This is an optimization exercise on Yosys and OpenROAD, whose aim is small area and few clock cycles per item, not a production implementation.
In this exercise RTL edits were held to simulation tests only and were not proved equivalent to the original.

==> inputs of 04-01 <==
==> flow/design.v <==
module	dblcordicpll (
		input	wire			i_clk,
		input	wire			i_reset,
		input	wire			i_ld,
		input	wire	[31:0]		i_step,
		input	wire			i_ce,
		input	wire	signed	[15:0]	i_input,
		input	wire	[4:0]		i_lgcoeff,
		output	wire	[15:0]		o_err,
		output	wire	[31:0]		o_phase,
		output	wire			pd_done
	);
	reg	[31:0]		r_phase, r_step;
	reg	signed	[15:0]	fil_sin, fil_cos;
	reg	[3:0]		lg;
	reg			st_rot, st_f1, st_f2, st_vld, st_vec, st_done, st_post;
	reg	[3:0]		cm;	 
	reg	signed	[23:0]	xv, yv;
	reg	signed	[31:0]	ph;
	wire	idle = !(st_rot || st_f1 || st_f2 || st_vld || st_vec || st_done);
	wire	last_rot = (cm == 4'd8);
	wire	last_vec = (cm == 4'd11);
	wire	[3:0]	lga = lg - 4'd1;	 
	always @(posedge i_clk)
	if (i_reset)
	begin
		st_rot  <= 1'b0;
		st_f1   <= 1'b0;
		st_f2   <= 1'b0;
		st_vld  <= 1'b0;
		st_vec  <= 1'b0;
		st_done <= 1'b0;
		st_post <= 1'b0;
	end else begin
		st_rot  <= i_ce || (st_rot && !last_rot);
		st_f1   <= st_rot && last_rot;
		st_f2   <= st_f1;
		st_vld  <= st_f2;
		st_vec  <= st_vld || (st_vec && !last_vec);
		st_done <= st_vec && last_vec;
		st_post <= st_done;
	end
	always @(posedge i_clk)
	if (i_ce)
		cm <= 4'd1;
	else if (st_f1)
		cm <= { 1'b0, lga[3:1] };
	else if (st_vld)
		cm <= 4'd0;
	else
		cm <= cm + 4'd1;
	always @(posedge i_clk)
	if (i_ce)
		lg <= i_lgcoeff[3:0];
	reg	[29:0]	ca, cb;
	always @(*)
	case ({ idle, st_rot, cm })
	6'h20, 6'h21, 6'h22, 6'h23, 6'h24, 6'h25, 6'h26, 6'h27, 6'h28, 6'h29,
	6'h2a, 6'h2b, 6'h2c, 6'h2d, 6'h2e, 6'h2f,
	6'h30, 6'h31, 6'h32, 6'h33, 6'h34, 6'h35, 6'h36, 6'h37, 6'h38, 6'h39,
	6'h3a, 6'h3b, 6'h3c, 6'h3d, 6'h3e, 6'h3f: ca = 30'h12e4051d;
	6'h11: ca = 30'h09fb385b;
	6'h12: ca = 30'h028b0d43;
	6'h13: ca = 30'h00a2f61e;
	6'h14: ca = 30'h0028be53;
	6'h15: ca = 30'h000a2f98;
	6'h16: ca = 30'h00028be6;
	6'h17: ca = 30'h0000a2f9;
	6'h18: ca = 30'h000028be;
	6'h01: ca = 30'h051111d4;
	6'h02: ca = 30'h0145d7e1;
	6'h03: ca = 30'h00517c55;
	6'h04: ca = 30'h00145f2e;
	6'h05: ca = 30'h000517cc;
	6'h06: ca = 30'h000145f3;
	6'h07: ca = 30'h0000517c;
	6'h08: ca = 30'h0000145f;
	6'h09: ca = 30'h00000517;
	6'h0a: ca = 30'h00000145;
	6'h0b: ca = 30'h00000051;
	default: ca = 30'h0;
	endcase
	always @(*)
	case ({ st_rot, cm })
	5'h11: cb = 30'h051111d4;
	5'h12: cb = 30'h0145d7e1;
	5'h13: cb = 30'h00517c55;
	5'h14: cb = 30'h00145f2e;
	5'h15: cb = 30'h000517cc;
	5'h16: cb = 30'h000145f3;
	5'h17: cb = 30'h0000517c;
	5'h18: cb = 30'h0000145f;
	5'h00: cb = 30'h09fb385b;
	5'h01: cb = 30'h028b0d43;
	5'h02: cb = 30'h00a2f61e;
	5'h03: cb = 30'h0028be53;
	5'h04: cb = 30'h000a2f98;
	5'h05: cb = 30'h00028be6;
	5'h06: cb = 30'h0000a2f9;
	5'h07: cb = 30'h000028be;
	5'h08: cb = 30'h00000a2f;
	5'h09: cb = 30'h0000028b;
	5'h0a: cb = 30'h000000a2;
	5'h0b: cb = 30'h0000004e;
	default: cb = 30'h0;
	endcase
	wire	[31:0]	nco = ~r_phase;
	wire	[2:0]	q = nco[31:29];
	wire	[31:0]	rp = { {2{nco[29]}}, nco[29:0] };
	wire		re = !nco[29];	 
	wire	[1:0]	vq = { fil_cos[15], fil_sin[15] };
	wire	signed [15:0]	nsrc = idle ? i_input : (vq == 2'b10) ? fil_cos : fil_sin;
	wire	signed [17:0]	nval = -{ {2{nsrc[15]}}, nsrc };
	wire	signed [23:0]	n4 = { nval, 6'd0 };
	wire	signed [23:0]	n2 = { nval[17], nval, 5'd0 };
	wire	signed [23:0]	p4 = { {2{i_input[15]}}, i_input, 6'd0 };
	wire	signed [23:0]	p2 = { {3{i_input[15]}}, i_input, 5'd0 };
	wire	signed [23:0]	fx = { {2{fil_cos[15]}}, fil_cos, 6'd0 };
	wire	signed [23:0]	fy = { {2{fil_sin[15]}}, fil_sin, 6'd0 };
	reg	signed [23:0]	lx, ly;
	always @(*)
	if (idle)
		case (q)
		3'b001, 3'b010: begin lx = n4; ly = re ? n2 : p2; end
		3'b011, 3'b100: begin lx = re ? p2 : n2; ly = n4; end
		3'b101, 3'b110: begin lx = p4; ly = re ? p2 : n2; end
		default:        begin lx = re ? n2 : p2; ly = p4; end
		endcase
	else
		case (vq)
		2'b10:   begin lx = fy; ly = n4; end
		2'b11:   begin lx = n4; ly = fx; end
		default: begin lx = fx; ly = fy; end
		endcase
	reg	[2:0]	vp;
	always @(*)
	case (vq)
	2'b01: vp = 3'h7;
	2'b10: vp = 3'h3;
	2'b11: vp = 3'h5;
	default: vp = 3'h1;
	endcase
	wire	[4:0]	sa = { cm, 1'b0 };
	wire	[4:0]	sb = { cm, 1'b1 };
	wire		ea = idle ? re : st_rot ? !ph[31] : yv[23];
	wire	signed [23:0]	xsfa = xv >>> sa;
	wire	signed [23:0]	ysfa = yv >>> sa;
	wire	[23:0]	xsa = { xsfa[23:4], st_rot ? 4'd0 : xsfa[3:0] };
	wire	[23:0]	ysa = { ysfa[23:4], st_rot ? 4'd0 : ysfa[3:0] };
	wire	[23:0]	xa, ya;
	wire	[31:0]	pa;
	fadd #(.W(24)) axa (.a(xv), .b(ysa ^ {24{ea}}),  .ci(ea),  .s(xa));
	fadd #(.W(24)) aya (.a(yv), .b(xsa ^ {24{!ea}}), .ci(!ea), .s(ya));
	fadd #(.W(32)) apa (.a(idle ? rp : ph), .b({ 2'b00, ca } ^ {32{ea}}), .ci(ea), .s(pa));
	wire		eb = st_rot ? !pa[31] : ya[23];
	wire	signed [23:0]	xsfb = $signed(xa) >>> sb;
	wire	signed [23:0]	ysfb = $signed(ya) >>> sb;
	wire	[23:0]	xsb = { xsfb[23:4], st_rot ? 4'd0 : xsfb[3:0] };
	wire	[23:0]	ysb = { ysfb[23:4], st_rot ? 4'd0 : ysfb[3:0] };
	wire	[23:0]	xb, yb;
	wire	[31:0]	pb;
	csadd #(.W(24), .S(8)) axb (.a(xa), .b(ysb ^ {24{eb}}),  .ci(eb),  .s(xb));
	csadd #(.W(24), .S(8)) ayb (.a(ya), .b(xsb ^ {24{!eb}}), .ci(!eb), .s(yb));
	csadd #(.W(32), .S(8)) apb (.a(pa), .b({ 2'b00, cb } ^ {32{eb}}), .ci(eb), .s(pb));
	wire	[15:0]	tr_cos, tr_sin;
	filt1 fc (.v(xv), .f(fil_cos), .t(tr_cos));
	filt1 fs (.v(yv), .f(fil_sin), .t(tr_sin));
	wire	[15:0]	nfil_cos, nfil_sin;
	rcadd #(.W(16)) afc (.a(fil_cos), .b(xsfa[23:8]), .ci(1'b0), .s(nfil_cos));
	rcadd #(.W(16)) afs (.a(fil_sin), .b(ysfa[23:8]), .ci(1'b0), .s(nfil_sin));
	always @(posedge i_clk)
	if (i_reset)
	begin
		fil_cos <= 16'd0;
		fil_sin <= 16'd0;
	end else if (st_f2)
	begin
		fil_cos <= nfil_cos;
		fil_sin <= nfil_sin;
	end
	wire	signed [31:0]	pcorr = ph >>> lg;
	always @(posedge i_clk)
	if (i_ce || st_vld)
	begin
		xv <= lx;
		yv <= ly;
	end else if (st_f1)
	begin
		xv <= lga[0] ? { tr_cos[15], tr_cos, 7'd0 } : { tr_cos, 8'd0 };
		yv <= lga[0] ? { tr_sin[15], tr_sin, 7'd0 } : { tr_sin, 8'd0 };
	end else begin
		xv <= xb;
		yv <= yb;
	end
	always @(posedge i_clk)
	if (i_ce)
		ph <= pa;
	else if (st_vld)
		ph <= { vp, 29'd0 };
	else if (st_done)
		ph <= pcorr >>> 2;
	else
		ph <= pb;
	wire		lsub = st_done || st_post;
	wire	[31:0]	la = st_post ? r_step : r_phase;
	wire	[31:0]	lb = lsub ? ~pcorr : r_step;
	wire	[31:0]	lsum;
	csadd #(.W(32), .S(11)) aloop (.a(la), .b(lb), .ci(lsub), .s(lsum));
	always @(posedge i_clk)
	if (i_reset)
		r_phase <= 32'd0;
	else if (st_done || st_f1)
		r_phase <= lsum;
	always @(posedge i_clk)
	if (i_reset)
		r_step <= 32'd0;
	else if (i_ld)
		r_step <= i_step;
	else if (st_post)
		r_step <= lsum;
	assign	pd_done = st_done;
	assign	o_err   = ph[31:16];
	assign	o_phase = r_phase;
endmodule
module	fadd #(parameter W = 24) (
		input	wire	[W-1:0]	a, b,
		input	wire		ci,
		output	wire	[W-1:0]	s
	);
	assign	s = a + b + { {(W-1){1'b0}}, ci };
endmodule
module	filt1 (
		input	wire	[23:0]	v,
		input	wire	[15:0]	f,
		output	wire	[15:0]	t
	);
	wire		c = v[6] & (v[7] | v[5] | v[4]);
	wire	[15:0]	pm, d;
	rcadd #(.W(16)) ar (.a(v[22:7]), .b(16'd0), .ci(c), .s(pm));
	rcadd #(.W(16)) ad (.a(pm), .b(~f), .ci(1'b1), .s(d));
	rcadd #(.W(16)) at (.a(d), .b({ d[15], d[15:1] }), .ci(1'b0), .s(t));
endmodule
module rcadd #(parameter W = 16) (input [W-1:0] a, b, input ci, output [W-1:0] s, output co);
	wire [W:0] c; assign c[0] = ci;
	genvar i;
	generate for (i = 0; i < W; i = i + 1) begin : BIT
		assign s[i] = a[i] ^ b[i] ^ c[i];
		assign c[i+1] = (a[i] & b[i]) | (c[i] & (a[i] ^ b[i]));
	end endgenerate
	assign co = c[W];
endmodule
module rcaddn #(parameter W = 16) (input [W-1:0] a, b, input ci, output [W-1:0] s, output co);
	wire [W:0] cn; assign cn[0] = !ci;
	genvar i;
	generate for (i = 0; i < W; i = i + 1) begin : BIT
		assign s[i] = ~(a[i] ^ b[i] ^ cn[i]);
		assign cn[i+1] = (~a[i] & ~b[i]) | (cn[i] & ~(a[i] & b[i]));
	end endgenerate
	assign co = !cn[W];
endmodule
module csadd #(parameter W = 24, parameter S = 8) (input [W-1:0] a, b, input ci, output [W-1:0] s);
	localparam N = (W + S - 1) / S;
	wire [N:0] c; assign c[0] = ci;
	genvar k;
	generate for (k = 0; k < N; k = k + 1) begin : BLK
		localparam LO = k * S;
		localparam WB = (W - LO < S) ? (W - LO) : S;
		if (k == 0) begin : FIRST
			rcadd #(.W(WB)) a0 (.a(a[LO +: WB]), .b(b[LO +: WB]), .ci(c[0]), .s(s[LO +: WB]), .co(c[1]));
		end else begin : SEL
			wire [WB-1:0] r0, r1; wire c0, c1;
			rcadd  #(.W(WB)) a0 (.a(a[LO +: WB]), .b(b[LO +: WB]), .ci(1'b0), .s(r0), .co(c0));
			rcaddn #(.W(WB)) a1 (.a(a[LO +: WB]), .b(b[LO +: WB]), .ci(1'b1), .s(r1), .co(c1));
			assign s[LO +: WB] = c[k] ? r1 : r0;
			assign c[k+1] = c[k] ? c1 : c0;
		end
	end endgenerate
endmodule
==> flow/run.sh <==
#!/bin/bash
# synth_recipe.tcl (not shown) runs the flow's synth.tcl, then flattens the netlist and writes it again
# the make line also repeats each setting of config.mk as NAME=value (left out here)
make -C /OpenROAD-flow-scripts/flow DESIGN_CONFIG=/design/flow/config.mk WORK_HOME=/design/flow/orfs CLKGATE_MAP_FILE= SYNTH_SCRIPT=/design/flow/synth_recipe.tcl finish
==> flow/config.mk <==
export PLATFORM = sky130hd
export DESIGN_NAME = dblcordicpll
export DESIGN_NICKNAME = dblcordicpll
export VERILOG_FILES = /design/flow/design.v
export SDC_FILE = /design/flow/constraint.sdc
export NUM_CORES = 4
export LEC_CHECK = 0
export ABC_AREA = 1
export CAP_MARGIN = 20
export CORE_MARGIN = 2
export CORE_UTILIZATION = 60
export PLACE_DENSITY = 0.75
export SLEW_MARGIN = 20
==> flow/constraint.sdc <==
create_clock -name core_clock -period 10.0 [get_ports {i_clk}]
set_input_delay 2.0000 -clock core_clock [delete_from_list [all_inputs] [get_ports {i_clk}]]
set_output_delay 2.0000 -clock core_clock [all_outputs]
set_load 0.01 [all_outputs]
==> 01-10 (differences from 04-01) <==
==> flow/design.v, changed modules only <==
module	dblcordicpll (
		input	wire			i_clk,
		input	wire			i_reset,
		input	wire			i_ld,
		input	wire	[31:0]		i_step,
		input	wire			i_ce,
		input	wire	signed	[15:0]	i_input,
		input	wire	[4:0]		i_lgcoeff,
		output	wire	[15:0]		o_err,
		output	wire	[31:0]		o_phase,
		output	wire			pd_done
	);
	reg	[31:0]		r_phase, r_step;
	reg	signed	[15:0]	fil_sin, fil_cos;
	reg	[3:0]		lg;
	reg			st_rot, st_f1, st_f2, st_vld, st_vec, st_done, st_post;
	reg	[3:0]		cm;	 
	reg	signed	[23:0]	xv, yv;
	reg	signed	[31:0]	ph;
	wire	idle = !(st_rot || st_f1 || st_f2 || st_vld || st_vec || st_done);
	wire	last_rot = (cm == 4'd8);
	wire	last_vec = (cm == 4'd10);
	wire	[3:0]	lga = lg - 4'd1;	 
	always @(posedge i_clk)
	if (i_reset)
	begin
		st_rot  <= 1'b0;
		st_f1   <= 1'b0;
		st_f2   <= 1'b0;
		st_vld  <= 1'b0;
		st_vec  <= 1'b0;
		st_done <= 1'b0;
		st_post <= 1'b0;
	end else begin
		st_rot  <= i_ce || (st_rot && !last_rot);
		st_f1   <= st_rot && last_rot;
		st_f2   <= st_f1;
		st_vld  <= st_f2;
		st_vec  <= st_vld || (st_vec && !last_vec);
		st_done <= st_vec && last_vec;
		st_post <= st_done;
	end
	always @(posedge i_clk)
	if (i_ce)
		cm <= 4'd1;
	else if (st_f1)
		cm <= { 1'b0, lga[3:1] };
	else if (st_vld)
		cm <= 4'd0;
	else
		cm <= cm + 4'd1;
	always @(posedge i_clk)
	if (i_ce)
		lg <= i_lgcoeff[3:0];
	wire	e23 = yv[23] ? !((&yv) && xv[22]) : ((~|yv) && xv[22]);
	wire	same = st_done && (yv[23] == e23);
	wire	[29:0]	ca = ctab | { 22'd0, same, 2'b00, {3{same}}, {2{st_done}} };
	reg	[29:0]	cb, ctab;
	always @(*)
	case ({ idle, st_rot, cm })
	6'h20, 6'h21, 6'h22, 6'h23, 6'h24, 6'h25, 6'h26, 6'h27, 6'h28, 6'h29,
	6'h2a, 6'h2b, 6'h2c, 6'h2d, 6'h2e, 6'h2f,
	6'h30, 6'h31, 6'h32, 6'h33, 6'h34, 6'h35, 6'h36, 6'h37, 6'h38, 6'h39,
	6'h3a, 6'h3b, 6'h3c, 6'h3d, 6'h3e, 6'h3f: ctab = 30'h12e4051d;
	6'h11: ctab = 30'h09fb385b;
	6'h12: ctab = 30'h028b0d43;
	6'h13: ctab = 30'h00a2f61e;
	6'h14: ctab = 30'h0028be53;
	6'h15: ctab = 30'h000a2f98;
	6'h16: ctab = 30'h00028be6;
	6'h17: ctab = 30'h0000a2f9;
	6'h18: ctab = 30'h000028be;
	6'h01: ctab = 30'h051111d4;
	6'h02: ctab = 30'h0145d7e1;
	6'h03: ctab = 30'h00517c55;
	6'h04: ctab = 30'h00145f2e;
	6'h05: ctab = 30'h000517cc;
	6'h06: ctab = 30'h000145f3;
	6'h07: ctab = 30'h0000517c;
	6'h08: ctab = 30'h0000145f;
	6'h09: ctab = 30'h00000517;
	6'h0a: ctab = 30'h00000145;
		default: ctab = 30'h0;
	endcase
	always @(*)
	case ({ st_rot, cm })
	5'h11: cb = 30'h051111d4;
	5'h12: cb = 30'h0145d7e1;
	5'h13: cb = 30'h00517c55;
	5'h14: cb = 30'h00145f2e;
	5'h15: cb = 30'h000517cc;
	5'h16: cb = 30'h000145f3;
	5'h17: cb = 30'h0000517c;
	5'h18: cb = 30'h0000145f;
	5'h00: cb = 30'h09fb385b;
	5'h01: cb = 30'h028b0d43;
	5'h02: cb = 30'h00a2f61e;
	5'h03: cb = 30'h0028be53;
	5'h04: cb = 30'h000a2f98;
	5'h05: cb = 30'h00028be6;
	5'h06: cb = 30'h0000a2f9;
	5'h07: cb = 30'h000028be;
	5'h08: cb = 30'h00000a2f;
	5'h09: cb = 30'h0000028b;
	5'h0a: cb = 30'h000000a2;
	5'h0b: cb = 30'h0000004e;
	default: cb = 30'h0;
	endcase
	wire	[31:0]	nco = ~r_phase;
	wire	[2:0]	q = nco[31:29];
	wire	[31:0]	rp = { {2{nco[29]}}, nco[29:0] };
	wire		re = !nco[29];	 
	wire	[1:0]	vq = { fil_cos[15], fil_sin[15] };
	wire	signed [15:0]	nsrc = idle ? i_input : (vq == 2'b10) ? fil_cos : fil_sin;
	wire	signed [17:0]	nval = -{ {2{nsrc[15]}}, nsrc };
	wire	signed [23:0]	n4 = { nval, 6'd0 };
	wire	signed [23:0]	n2 = { nval[17], nval, 5'd0 };
	wire	signed [23:0]	p4 = { {2{i_input[15]}}, i_input, 6'd0 };
	wire	signed [23:0]	p2 = { {3{i_input[15]}}, i_input, 5'd0 };
	wire	signed [23:0]	fx = { {2{fil_cos[15]}}, fil_cos, 6'd0 };
	wire	signed [23:0]	fy = { {2{fil_sin[15]}}, fil_sin, 6'd0 };
	reg	signed [23:0]	lx, ly;
	always @(*)
	if (idle)
		case (q)
		3'b001, 3'b010: begin lx = n4; ly = re ? n2 : p2; end
		3'b011, 3'b100: begin lx = re ? p2 : n2; ly = n4; end
		3'b101, 3'b110: begin lx = p4; ly = re ? p2 : n2; end
		default:        begin lx = re ? n2 : p2; ly = p4; end
		endcase
	else
		case (vq)
		2'b10:   begin lx = fy; ly = n4; end
		2'b11:   begin lx = n4; ly = fx; end
		default: begin lx = fx; ly = fy; end
		endcase
	reg	[2:0]	vp;
	always @(*)
	case (vq)
	2'b01: vp = 3'h7;
	2'b10: vp = 3'h3;
	2'b11: vp = 3'h5;
	default: vp = 3'h1;
	endcase
	wire	[4:0]	sa = { cm, 1'b0 };
	wire	[4:0]	sb = { cm, 1'b1 };
	wire		ea = idle ? re : st_rot ? !ph[31] : yv[23];
	wire	signed [23:0]	xsfa = xv >>> sa;
	wire	signed [23:0]	ysfa = yv >>> sa;
	wire	[23:0]	xsa = { xsfa[23:4], st_rot ? 4'd0 : xsfa[3:0] };
	wire	[23:0]	ysa = { ysfa[23:4], st_rot ? 4'd0 : ysfa[3:0] };
	wire	[23:0]	xa, ya;
	wire	[31:0]	pa;
	bkadd #(.W(24)) axa (.a(xv), .b(ysa ^ {24{ea}}),  .ci(ea),  .s(xa));
	bkadd #(.W(24)) aya (.a(yv), .b(xsa ^ {24{!ea}}), .ci(!ea), .s(ya));
	bkadd #(.W(32)) apa (.a(idle ? rp : ph), .b({ 2'b00, ca } ^ {32{ea}}), .ci(ea), .s(pa));
	wire		eb = st_rot ? !pa[31] : ya[23];
	wire	signed [23:0]	xsfb = $signed(xa) >>> sb;
	wire	signed [23:0]	ysfb = $signed(ya) >>> sb;
	wire	[23:0]	xsb = { xsfb[23:4], st_rot ? 4'd0 : xsfb[3:0] };
	wire	[23:0]	ysb = { ysfb[23:4], st_rot ? 4'd0 : ysfb[3:0] };
	wire	[23:0]	xb, yb;
	wire	[31:0]	pb;
	bkadd #(.W(24)) axb (.a(xa), .b(ysb ^ {24{eb}}),  .ci(eb),  .s(xb));
	bkadd #(.W(24)) ayb (.a(ya), .b(xsb ^ {24{!eb}}), .ci(!eb), .s(yb));
	bkadd #(.W(32)) apb (.a(pa), .b({ 2'b00, cb } ^ {32{eb}}), .ci(eb), .s(pb));
	wire	[15:0]	tr_cos, tr_sin;
	filt1 fc (.v(xv), .f(fil_cos), .t(tr_cos));
	filt1 fs (.v(yv), .f(fil_sin), .t(tr_sin));
	wire	[15:0]	nfil_cos, nfil_sin;
	rcadd #(.W(16)) afc (.a(fil_cos), .b(xsfa[23:8]), .ci(1'b0), .s(nfil_cos));
	rcadd #(.W(16)) afs (.a(fil_sin), .b(ysfa[23:8]), .ci(1'b0), .s(nfil_sin));
	always @(posedge i_clk)
	if (i_reset)
	begin
		fil_cos <= 16'd0;
		fil_sin <= 16'd0;
	end else if (st_f2)
	begin
		fil_cos <= nfil_cos;
		fil_sin <= nfil_sin;
	end
	wire	signed [31:0]	pfin = st_post ? ph : pa;
	wire	signed [31:0]	pcorr = pfin >>> lg;
	always @(posedge i_clk)
	if (i_ce || st_vld)
	begin
		xv <= lx;
		yv <= ly;
	end else if (st_f1)
	begin
		xv <= lga[0] ? { tr_cos[15], tr_cos, 7'd0 } : { tr_cos, 8'd0 };
		yv <= lga[0] ? { tr_sin[15], tr_sin, 7'd0 } : { tr_sin, 8'd0 };
	end else begin
		xv <= xb;
		yv <= yb;
	end
	always @(posedge i_clk)
	if (i_ce)
		ph <= pa;
	else if (st_vld)
		ph <= { vp, 29'd0 };
	else if (st_done)
		ph <= pcorr >>> 2;
	else
		ph <= pb;
	wire		lsub = st_done || st_post;
	wire	[31:0]	la = st_post ? r_step : r_phase;
	wire	[31:0]	lb = lsub ? ~pcorr : r_step;
	wire	[31:0]	lsum;
	bkadd #(.W(32)) aloop (.a(la), .b(lb), .ci(lsub), .s(lsum));
	always @(posedge i_clk)
	if (i_reset)
		r_phase <= 32'd0;
	else if (st_done || st_f1)
		r_phase <= lsum;
	always @(posedge i_clk)
	if (i_reset)
		r_step <= 32'd0;
	else if (i_ld)
		r_step <= i_step;
	else if (st_post)
		r_step <= lsum;
	assign	pd_done = st_done;
	assign	o_err   = pa[31:16];
	assign	o_phase = r_phase;
endmodule
module	bkadd #(parameter W = 24) (
		input	wire	[W-1:0]	a, b,
		input	wire		ci,
		output	wire	[W-1:0]	s
	);
	localparam N = W + 1;			 
	localparam L = (N > 32) ? 6 : (N > 16) ? 5 : (N > 8) ? 4 : (N > 4) ? 3 : (N > 2) ? 2 : 1;
	wire [N-1:0] g [0:2*L];
	wire [N-1:0] p [0:2*L];
	assign g[0] = { a & b, ci };
	assign p[0] = { a ^ b, 1'b0 };
	genvar i, j;
	generate
	for (i = 0; i < L; i = i + 1) begin : UP
		for (j = 0; j < N; j = j + 1) begin : N_
			if ((j % (2 << i)) == (2 << i) - 1) begin : OP
				assign g[i+1][j] = g[i][j] | (p[i][j] & g[i][j - (1 << i)]);
				assign p[i+1][j] = p[i][j] & p[i][j - (1 << i)];
			end else begin : PASS
				assign g[i+1][j] = g[i][j];
				assign p[i+1][j] = p[i][j];
			end
		end
	end
	for (i = L - 2; i >= 0; i = i - 1) begin : DN
		for (j = 0; j < N; j = j + 1) begin : N_
			if ((j >= (3 << i) - 1) && ((j - ((3 << i) - 1)) % (2 << i) == 0)) begin : OP
				assign g[2*L-1-i][j] = g[2*L-2-i][j] | (p[2*L-2-i][j] & g[2*L-2-i][j - (1 << i)]);
				assign p[2*L-1-i][j] = p[2*L-2-i][j] & p[2*L-2-i][j - (1 << i)];
			end else begin : PASS
				assign g[2*L-1-i][j] = g[2*L-2-i][j];
				assign p[2*L-1-i][j] = p[2*L-2-i][j];
			end
		end
	end
	endgenerate
	assign s = p[0][N-1:1] ^ g[2*L-1][N-2:0];
endmodule
// module fadd removed
// module rcaddn removed
// module csadd removed
Settings changed: CORE_UTILIZATION 60 to 40, PLACE_DENSITY 0.75 to 0.6.
==> flow_summary.yaml <==
synthesis:
  ys_warn_count: 1
cells_and_area:
  multiInputCombCellCount: 3624
  final_layout_size_suffix_gt1_share_pct: 5.509
  layout.filler_cells: 4720
run_status:
  run_status: "timing/DRC/antenna clean"
placed_design:
  place_inst: 5204
The numbers above come from 04-01.

==> flow_summary.yaml <==
synthesis:
  ys_top_cells_by_count: "sky130_fd_sc_hd__nand2_1, sky130_fd_sc_hd__o21ai_0, sky130_fd_sc_hd__inv_1, sky130_fd_sc_hd__nor2_1, sky130_fd_sc_hd__ha_1"
  ys_warn_count: 3
placed_design:
  gp_congestion: 1.003
cells_and_area:
  layout.filler_cells: 7508
  multiInputCombCellCount: 3404
run_status:
  run_status: "timing/DRC/antenna clean"
The numbers above come from 01-10.

Testbench counts of 04-01, summed over its fixed seeds: cycles 96,000, items 3,840.
Testbench counts of 01-10, summed over its fixed seeds: cycles 92,160, items 3,840.

[static timing again, ports no longer ideal]
No port has a modelled driver above. Below, the same layouts with a new extraction and two added sets of constraints.
Step 1: set_driving_cell puts a clkbuf_16 on i_clk and a buf_2 on each other input, an assumption about the parent block.
Step 2 moves the port delays by t, midway between the first and last clock arrival at a register: inputs arrive t later, outputs are due t later. That takes back most of the time a late clock gives input paths.
Slacks: ideal ports / drivers / drivers and shift; pairs: ideal ports / drivers.
run	t (ns)	slack for setup (ns)	worst setup path after step 2
04-01	0.591	0.456 / 0.456 / 0.456	register to register
01-10	0.581	0.851 / 0.851 / 0.851	register to register
After both steps every run listed still meets setup and hold.
